This is an optimization exercise on Yosys and OpenROAD, whose aim is small area and a short achievable clock period, not a production implementation.
Where RTL was checked, it was by simulation tests only, not by an equivalence proof against the original.
Power figures rest on the tool's default switching activity, not on a simulated workload.

==> flow/design.v (excerpt) <==
module ecliptic_top
  (
   input wire          clk,
   input wire          nrst,
   input wire [31:0]   src1,
   input wire [31:0]   src2,
   input wire          bop_req,
   input wire [1:0]    bop_op,
   output logic [31:0] bop_res,
   output logic        bop_ack,
   input wire          cls_req,
   output logic [9:0]  cls_res,
   output logic        cls_ack,
   input wire          cmp_req,
   input wire [2:0]    cmp_op,
   output logic [31:0] cmp_res,
   output logic        cmp_invalid,
   output logic        cmp_ack,
   input wire          cvtw_req,
   input wire [1:0]    cvtw_rm,
   input wire          cvtw_unsigned,
   output logic [31:0] cvtw_res,
   output logic        cvtw_invalid,
   output logic        cvtw_inexact,
   output logic        cvtw_ack,
   input wire          cvts_req,
   input wire [1:0]    cvts_rm,
   input wire          cvts_unsigned,
   output logic [31:0] cvts_res,
   output logic        cvts_inexact,
   output logic        cvts_ack
   );
  logic bop_sign;
  always_comb begin
  ...
For scale: ~140 flip-flops, roughly 0.011 mm^2 of cells after synthesis.
clock: 7.5 ns
lec_check: 0
abc_area: 1
cap_margin: 20
core_margin: 2
core_utilization: 40
cts_buf_list: sky130_fd_sc_hd__clkbuf_8
cts_cluster_size: 30
setup_slack_margin: 3.6
slew_margin: 20
synth_hierarchical: 1
standard.sh (not shown) runs the stock make flow with config.mk's settings and CLKGATE_MAP_FILE= SYNTH_SCRIPT=/design/flow/synth_recipe.tcl, a recipe that flattens the netlist after the stock synthesis.
==> flow/flow/run.sh <==
#!/bin/bash
# Standard ORFS layout, with plain buf_1 cells as the port buffers
# instead of the default clkdlybuf4s50_1 delay cells.
set -euo pipefail
export BUFFER_PORTS_ARGS="-buffer_cell sky130_fd_sc_hd__buf_1"
bash standard.sh > standard.log 2>&1
==> next run, changes <==
--- a/flow/config.mk
+++ b/flow/config.mk
@@ -12,4 +12,5 @@
 export CTS_BUF_LIST = sky130_fd_sc_hd__clkbuf_8
-export CTS_CLUSTER_SIZE = 30
-export SETUP_SLACK_MARGIN = 3.6
+export GPL_ROUTABILITY_DRIVEN = 0
+export GPL_TIMING_DRIVEN = 0
+export SETUP_SLACK_MARGIN = 3.45
 export SLEW_MARGIN = 20
Maximum frequency falls by 1.7%.
Die area stays the same.
Global-route usage rose by 0.60 points.
Worst setup slack gets worse by 0.068 ns.
Utilization decreases by 2.6 points.
Clock power falls by 15%.
Synthesized cell count does not change.
==> next run, changes <==
--- a/flow/config.mk
+++ b/flow/config.mk
@@ -12,5 +12,4 @@
 export CTS_BUF_LIST = sky130_fd_sc_hd__clkbuf_8
-export GPL_ROUTABILITY_DRIVEN = 0
 export GPL_TIMING_DRIVEN = 0
-export SETUP_SLACK_MARGIN = 3.45
+export SETUP_SLACK_MARGIN = 3.6
 export SLEW_MARGIN = 20
What happened: Worst setup slack gets better by 0.13 ns. Total power hardly moves. Via count hardly moves. Die area does not change.
==> next run, changes <==
--- a/flow/config.mk
+++ b/flow/config.mk
@@ -12,3 +12,2 @@
 export CTS_BUF_LIST = sky130_fd_sc_hd__clkbuf_8
-export GPL_TIMING_DRIVEN = 0
 export SETUP_SLACK_MARGIN = 3.6
Result: The changed run finished clean; sequential power barely changes; clock power increases by 23%; count of clock-buffer cells in the layout increases by 2; utilization increases by 1.6 points; first-iteration DRC count stays flat.

* * *

## violet
ecliptic_top, a different RTL version from the one above (not shown whole).
Size in the first run: ~14000 µm² of cells after synthesis.
// ecliptic_top
module ecliptic_top
  (
   input wire          clk,
   input wire          nrst,
   input wire [31:0]   src1,
   input wire [31:0]   src2,
   input wire          bop_req,
   input wire [1:0]    bop_op,
   output logic [31:0] bop_res,
   output logic        bop_ack,
   input wire          cls_req,
   output logic [9:0]  cls_res,
   output logic        cls_ack,
   input wire          cmp_req,
   input wire [2:0]    cmp_op,
   output logic [31:0] cmp_res,
   output logic        cmp_invalid,
   output logic        cmp_ack,
   input wire          cvtw_req,
   input wire [1:0]    cvtw_rm,
   input wire          cvtw_unsigned,
   output logic [31:0] cvtw_res,
   output logic        cvtw_invalid,
   output logic        cvtw_inexact,
   output logic        cvtw_ack,
   input wire          cvts_req,
   input wire [1:0]    cvts_rm,
   input wire          cvts_unsigned,
   output logic [31:0] cvts_res,
   output logic        cvts_inexact,
   output logic        cvts_ack
   );
==> flow/config.mk <==
export PLATFORM = sky130hd
export DESIGN_NAME = ecliptic_top
export DESIGN_NICKNAME = ecliptic_top
export VERILOG_FILES = /design/flow/design.v
export SDC_FILE = /design/flow/constraint.sdc
export NUM_CORES = 4
export LEC_CHECK = 0
export ABC_AREA = 1
export CAP_MARGIN = 20
export CORE_MARGIN = 2
export CORE_UTILIZATION = 40
export SETUP_SLACK_MARGIN = 3.0
export SLEW_MARGIN = 20
export SYNTH_HIERARCHICAL = 1
==> flow/constraint.sdc <==
create_clock -name core_clock -period 7.5 [get_ports {clk}]
set_input_delay 1.5000 -clock core_clock [delete_from_list [all_inputs] [get_ports {clk}]]
set_output_delay 1.5000 -clock core_clock [all_outputs]
set_load 0.01 [all_outputs]
Scripts as last shown in full above: flow/flow/run.sh
### violet -> onyx
diff --git a/flow/config.mk b/flow/config.mk
--- a/flow/config.mk
+++ b/flow/config.mk
@@ -12 +12 @@
-export SETUP_SLACK_MARGIN = 3.0
+export SETUP_SLACK_MARGIN = 3.5
Results
Having completed the whole flow, onyx delivered a layout that passed the timing, DRC and antenna checks. When the final numbers for onyx and violet were put side by side, the final area turned out to be greater in onyx. Final worst hold slack across onyx and violet: no real change. Re logic gate share of total power: violet was lower than onyx. Shortest period the worst path allows delta (onyx − violet): favourable. violet and onyx ended up with roughly the same switching part of the total power. Diff onyx..violet | first-pass GRT wire length | negligible. Comparing number of DRC violations after detailed-routing iteration 0 for onyx and violet, the smaller number came from onyx. [onyx] worst setup slack rose 0.38 ns relative to violet. Cell count (onyx vs. violet) increases slightly. On fmax, violet loses to onyx.
Inputs modified between onyx and harbor:
diff --git a/flow/config.mk b/flow/config.mk
--- a/flow/config.mk
+++ b/flow/config.mk
@@ -12 +12 @@
-export SETUP_SLACK_MARGIN = 3.5
+export SETUP_SLACK_MARGIN = 4.0
@@ -14 +13,0 @@
-export SYNTH_HIERARCHICAL = 1
Findings:
- Going from onyx to harbor, global routing usage on met2 grows by 6.5 points.
- Relative slew slack (harbor over onyx): increase, 7.2 points
- Going from onyx to harbor, power consumption moved up; internal power component higher.
- harbor vs onyx, die area went down by 16%.
- From onyx to harbor the numbers moved as follows: cell count after placement now smaller, routed wire length now larger, routability congestion estimate from global placement now larger, post-synthesis instance total now smaller.
### harbor -> quartz
diff --git a/flow/config.mk b/flow/config.mk
--- a/flow/config.mk
+++ b/flow/config.mk
@@ -13,0 +14 @@
+export SYNTH_HIERARCHICAL = 1
Looking only at worst setup slack before clock tree synthesis, and setting everything else aside, the higher value of harbor and quartz goes to quartz.
dfxtp_4 as the critical-path cell with the highest stage delay was reported by quartz, and or3_4 by harbor.
Going from harbor to quartz, power in the clock group increased by 4.5% relative to the old numbers, proportion of synthesized area in mux cells decreased by 0.26 points relative to the old numbers, final non-filler cell total increased by 14% relative to the old numbers, worst hold slack decreased by 0.014 ns relative to the old numbers.
Compare harbor and quartz | non-clock buffer count lower: quartz
Function was not checked in any run of this note: the RTL went through the layout flow alone.

* * *

## run A
ecliptic_top, a different RTL version from the one above (not shown whole).
For scale: roughly 1,800 cells after synthesis, about 140 flip-flops, about 11,000 sq um of cells after synthesis.
Design ecliptic_top, start of the top module:
module ecliptic_top
  (
   input wire          clk,
   input wire          nrst,
   input wire [31:0]   src1,
   input wire [31:0]   src2,
   input wire          bop_req,
   input wire [1:0]    bop_op,
   output logic [31:0] bop_res,
   output logic        bop_ack,
   input wire          cls_req,
   output logic [9:0]  cls_res,
   output logic        cls_ack,
   input wire          cmp_req,
   input wire [2:0]    cmp_op,
   output logic [31:0] cmp_res,
   output logic        cmp_invalid,
   output logic        cmp_ack,
   input wire          cvtw_req,
   input wire [1:0]    cvtw_rm,
   input wire          cvtw_unsigned,
   output logic [31:0] cvtw_res,
   output logic        cvtw_invalid,
   output logic        cvtw_inexact,
   output logic        cvtw_ack,
   input wire          cvts_req,
   input wire [1:0]    cvts_rm,
   input wire          cvts_unsigned,
   output logic [31:0] cvts_res,
   output logic        cvts_inexact,
   output logic        cvts_ack
   );
  logic bop_sign;
  always_comb begin
    case (bop_op)
      2'b00: bop_sign = src2[31];
      2'b01: bop_sign = ~src2[31];
      2'b10: bop_sign = src1[31] ^ src2[31];
      default: bop_sign = src1[31];
    endcase
  end
  always_ff @(posedge clk) begin
    if (~nrst | ~bop_req) begin
      bop_res <= '0;
      bop_ack <= '0;
    end else begin
      bop_res <= {bop_sign, src1[30:0]};
      bop_ack <= 1'b1;
    end
  end
  logic [2:0] cls_kind_n, cls_kind;
  logic       cls_sg;
  always_comb begin
    if (~|src1[30:23]) cls_kind_n = (~|src1[22:0]) ? 3'd1 : 3'd2;    
    else if (~&src1[30:23]) cls_kind_n = 3'd3;                        
    else if (~|src1[22:0]) cls_kind_n = 3'd4;                         
  ...
==> flow/config.mk <==
export PLATFORM = sky130hd
export DESIGN_NAME = ecliptic_top
export DESIGN_NICKNAME = ecliptic_top
export VERILOG_FILES = /design/flow/design.v
export SDC_FILE = /design/flow/constraint.sdc
export NUM_CORES = 4
export LEC_CHECK = 0
export ABC_AREA = 1
export CAP_MARGIN = 20
export CORE_MARGIN = 2
export CORE_UTILIZATION = 40
export CTS_BUF_LIST = sky130_fd_sc_hd__clkbuf_8
export GPL_ROUTABILITY_DRIVEN = 0
export GPL_TIMING_DRIVEN = 0
export SETUP_SLACK_MARGIN = 3.7
export SLEW_MARGIN = 20
export SYNTH_HIERARCHICAL = 1
export TNS_END_PERCENT = 10
==> flow/constraint.sdc <==
create_clock -name core_clock -period 7.5 [get_ports {clk}]
set_input_delay 1.5000 -clock core_clock [delete_from_list [all_inputs] [get_ports {clk}]]
set_output_delay 1.5000 -clock core_clock [all_outputs]
set_load 0.01 [all_outputs]
Scripts as last shown in full above: flow/flow/run.sh
> inputs changed (run A -> run B)
# run A
export LEC_CHECK = 0
export ABC_AREA = 1
export CAP_MARGIN = 20
export CORE_MARGIN = 2
export CORE_UTILIZATION = 40
export CTS_BUF_LIST = sky130_fd_sc_hd__clkbuf_8
export GPL_ROUTABILITY_DRIVEN = 0
export GPL_TIMING_DRIVEN = 0
export SETUP_SLACK_MARGIN = 3.7
export SLEW_MARGIN = 20
export SYNTH_HIERARCHICAL = 1
export TNS_END_PERCENT = 10
create_clock -name core_clock -period 7.5 [get_ports {clk}]
# run B
export LEC_CHECK = 0
export ABC_AREA = 1
export CAP_MARGIN = 20
export CORE_MARGIN = 2
export CORE_UTILIZATION = 40
export CTS_BUF_LIST = sky130_fd_sc_hd__clkbuf_8
export GPL_ROUTABILITY_DRIVEN = 0
export GPL_TIMING_DRIVEN = 0
export SETUP_SLACK_MARGIN = 3.6
export SLEW_MARGIN = 20
export SYNTH_HIERARCHICAL = 1
export TNS_END_PERCENT = 20
create_clock -name core_clock -period 7.5 [get_ports {clk}]
[summary]
Via count delta for run B relative to run A: 73 lower
Fraction of area in registers across run A and run B: no real change.
Higher worst setup slack after layout among run A and run B: run A
Sort run A and run B by clock period minus final worst setup slack, ascending, and run A comes first.
The higher worst slew margin relative to its limit came out of run B.
Largest driver fanout on the critical path: run B vs run A identical
When run B is set beside run A, its share of final-layout standard cells stronger than drive strength 1 turns out to be 1.3 points smaller.
## Diff of input files: run C against run B
# run B
export LEC_CHECK = 0
export ABC_AREA = 1
export CAP_MARGIN = 20
export CORE_MARGIN = 2
export CORE_UTILIZATION = 40
export CTS_BUF_LIST = sky130_fd_sc_hd__clkbuf_8
export GPL_ROUTABILITY_DRIVEN = 0
export GPL_TIMING_DRIVEN = 0
export SETUP_SLACK_MARGIN = 3.6
export SLEW_MARGIN = 20
export SYNTH_HIERARCHICAL = 1
export TNS_END_PERCENT = 20
create_clock -name core_clock -period 7.5 [get_ports {clk}]
# run C
export LEC_CHECK = 0
export ABC_AREA = 1
export CAP_MARGIN = 20
export CORE_MARGIN = 2
export CORE_UTILIZATION = 40
export CTS_BUF_LIST = sky130_fd_sc_hd__clkbuf_8
export GPL_ROUTABILITY_DRIVEN = 0
export GPL_TIMING_DRIVEN = 0
export SETUP_SLACK_MARGIN = 3.7
export SLEW_MARGIN = 20
export SYNTH_HIERARCHICAL = 1
export TNS_END_PERCENT = 20
create_clock -name core_clock -period 7.5 [get_ports {clk}]
==> summary.txt <==
- Of the two values seen for source of the critical timing path, src1[22] was produced by run C and cvts_unsigned by run B.
- Taking run B as the reference point, the area growth from synthesis to final layout of run C rises by 0.81 points.
- Run C and run B ended up with nearly the same global-route total usage across every layer.
- Diff run B -> run C: total power higher; final worst setup slack went up by 93 ps; worst hold slack stayed essentially flat.
The following lists how run D was set up differently from run C:
# run C
export LEC_CHECK = 0
export ABC_AREA = 1
export CAP_MARGIN = 20
export CORE_MARGIN = 2
export CORE_UTILIZATION = 40
export CTS_BUF_LIST = sky130_fd_sc_hd__clkbuf_8
export GPL_ROUTABILITY_DRIVEN = 0
export GPL_TIMING_DRIVEN = 0
export SETUP_SLACK_MARGIN = 3.7
export SLEW_MARGIN = 20
export SYNTH_HIERARCHICAL = 1
export TNS_END_PERCENT = 20
create_clock -name core_clock -period 7.5 [get_ports {clk}]
# run D
export LEC_CHECK = 0
export ABC_AREA = 1
export CAP_MARGIN = 20
export CORE_MARGIN = 2
export CORE_UTILIZATION = 40
export CTS_BUF_LIST = sky130_fd_sc_hd__clkbuf_8
export GPL_ROUTABILITY_DRIVEN = 0
export GPL_TIMING_DRIVEN = 0
export SETUP_SLACK_MARGIN = 3.7
export SLEW_MARGIN = 20
export SYNTH_HIERARCHICAL = 1
export TNS_END_PERCENT = 30
create_clock -name core_clock -period 7.5 [get_ports {clk}]
--- outcome ---
- Run D against run C; power per unit of standard cell area is down slightly.
- In run D relative to run C, power had gone up slightly.
- Compared run D against run C; hold slack within noise.
- Run D: sequential share of layout area is 0.25 points lower than what run C reported.
- For number of vias per cell, run C and run D come out practically identical.
- Final count of negative-setup-slack endpoints: run C vs run D, no meaningful difference

* * *

wip/lagoon:
ecliptic_top with an RTL version that a note above also has.
Size: roughly 140 flip-flops, roughly 230 I/O pins.
Settings: LEC_CHECK=0, ABC_AREA=1, CAP_MARGIN=20, CORE_MARGIN=2, CORE_UTILIZATION=40, CTS_BUF_LIST=sky130_fd_sc_hd__clkbuf_8, GPL_ROUTABILITY_DRIVEN=0, GPL_TIMING_DRIVEN=0, SETUP_SLACK_MARGIN=3.6, SLEW_MARGIN=20, SYNTH_HIERARCHICAL=1; clock period 7.5 ns.
Scripts as last shown in full above: flow/flow/run.sh
Inputs modified between wip/lagoon and wip/fjord:
Settings: putting PLACE_DENSITY at 0.8 where nothing was set; putting TNS_END_PERCENT at 20 where nothing was set.
## What came out
- Compared with wip/lagoon, routed wire length in wip/fjord decreased by a few percent.
- | first-iteration DRC count | lower: wip/lagoon |
- Compared with wip/lagoon, maximum vdd drop in wip/fjord increased by a few percent.
- Count of vias placed by the detailed router grows by a few percent when moving from wip/lagoon to wip/fjord.
--- input diff wip/fjord..wip/indigo ---
Settings: TNS_END_PERCENT: 20 -> unset; SETUP_SLACK_MARGIN: 3.6 -> 3.8; GPL_ROUTABILITY_DRIVEN: 0 -> unset; PLACE_DENSITY: 0.8 -> unset.
Findings:
wip/indigo: signed area change from the synthesized netlist to the final layout is 13 points higher than what wip/fjord reported. Between wip/fjord and wip/indigo, the final layout net count is higher for wip/indigo. wip/indigo vs. wip/fjord: total power has increased, power of the combinational group saw an increase. Utilization wip/fjord -> wip/indigo: up. src1[31] as the first element of the critical path was reported by wip/indigo, and src1[29] by wip/fjord. wip/indigo vs wip/fjord — count of routing violations after the opening detailed-route iteration dropped 41%.
Changes in wip/delta relative to wip/indigo:
Settings: an added GPL_ROUTABILITY_DRIVEN of 0; a change of SETUP_SLACK_MARGIN from 3.8 to 3.6; an added TNS_END_PERCENT of 5.
Notes after the runs:
Worst setup slack after layout was higher in the run labelled wip/indigo.
Delta (wip/delta minus wip/indigo): fraction of power consumed by the clock network now larger; share of the clock period used by the worst path after layout now larger; global routing met3 resource utilization now smaller; post-layout minimum cycle time now larger.

-- re-timing with driven ports --
How much do the figures lean on ideal ports? The routed layouts below were timed once more, with nothing changed but the port constraints.
Step 1 sets driving cells, clkbuf_16 on the clock port and buf_2 on the other inputs (assumed; they add their load-dependent delay and slew).
Step 2 also shifts input and output timing later by t, the mid clock arrival at the registers, as if the neighbouring blocks saw the same clock.
Three values: ideal ports, drivers, drivers and shift; two values: the first two.
run	shift t [ns]	setup WS [ns]	worst slew at a driven data input, ns
the first run of note 1	0.503	3.617 / 3.623 / 3.120	0.10
the second run of note 1	0.513	3.549 / 3.571 / 3.058	0.08
the third run of note 1	0.530	3.682 / 3.667 / 3.163	0.07
the fourth run of note 1	0.503	3.617 / 3.623 / 3.120	0.10
violet	0.499	3.247 / 3.266 / 2.767	0.06
onyx	0.498	3.629 / 3.634 / 3.136	0.06
harbor	0.491	3.468 / 3.414 / 3.338	0.08
quartz	0.499	3.787 / 3.732 / 3.525	0.06
run A	0.514	3.707 / 3.702 / 3.188	0.07
run B	0.518	3.627 / 3.621 / 3.102	0.07
run C	0.516	3.721 / 3.703 / 3.189	0.06
run D	0.518	3.718 / 3.691 / 3.222	0.07
wip/lagoon	0.516	3.709 / 3.711 / 3.195	0.08
wip/fjord	0.530	3.640 / 3.615 / 3.085	0.10
wip/indigo	0.533	3.794 / 3.752 / 3.219	0.09
wip/delta	0.512	3.647 / 3.659 / 3.147	0.07
After both steps setup and hold are still met in every run listed. The setup slack of wip/indigo, which loses most, moves by -0.042 ns with the drivers and by -0.575 ns with both steps.
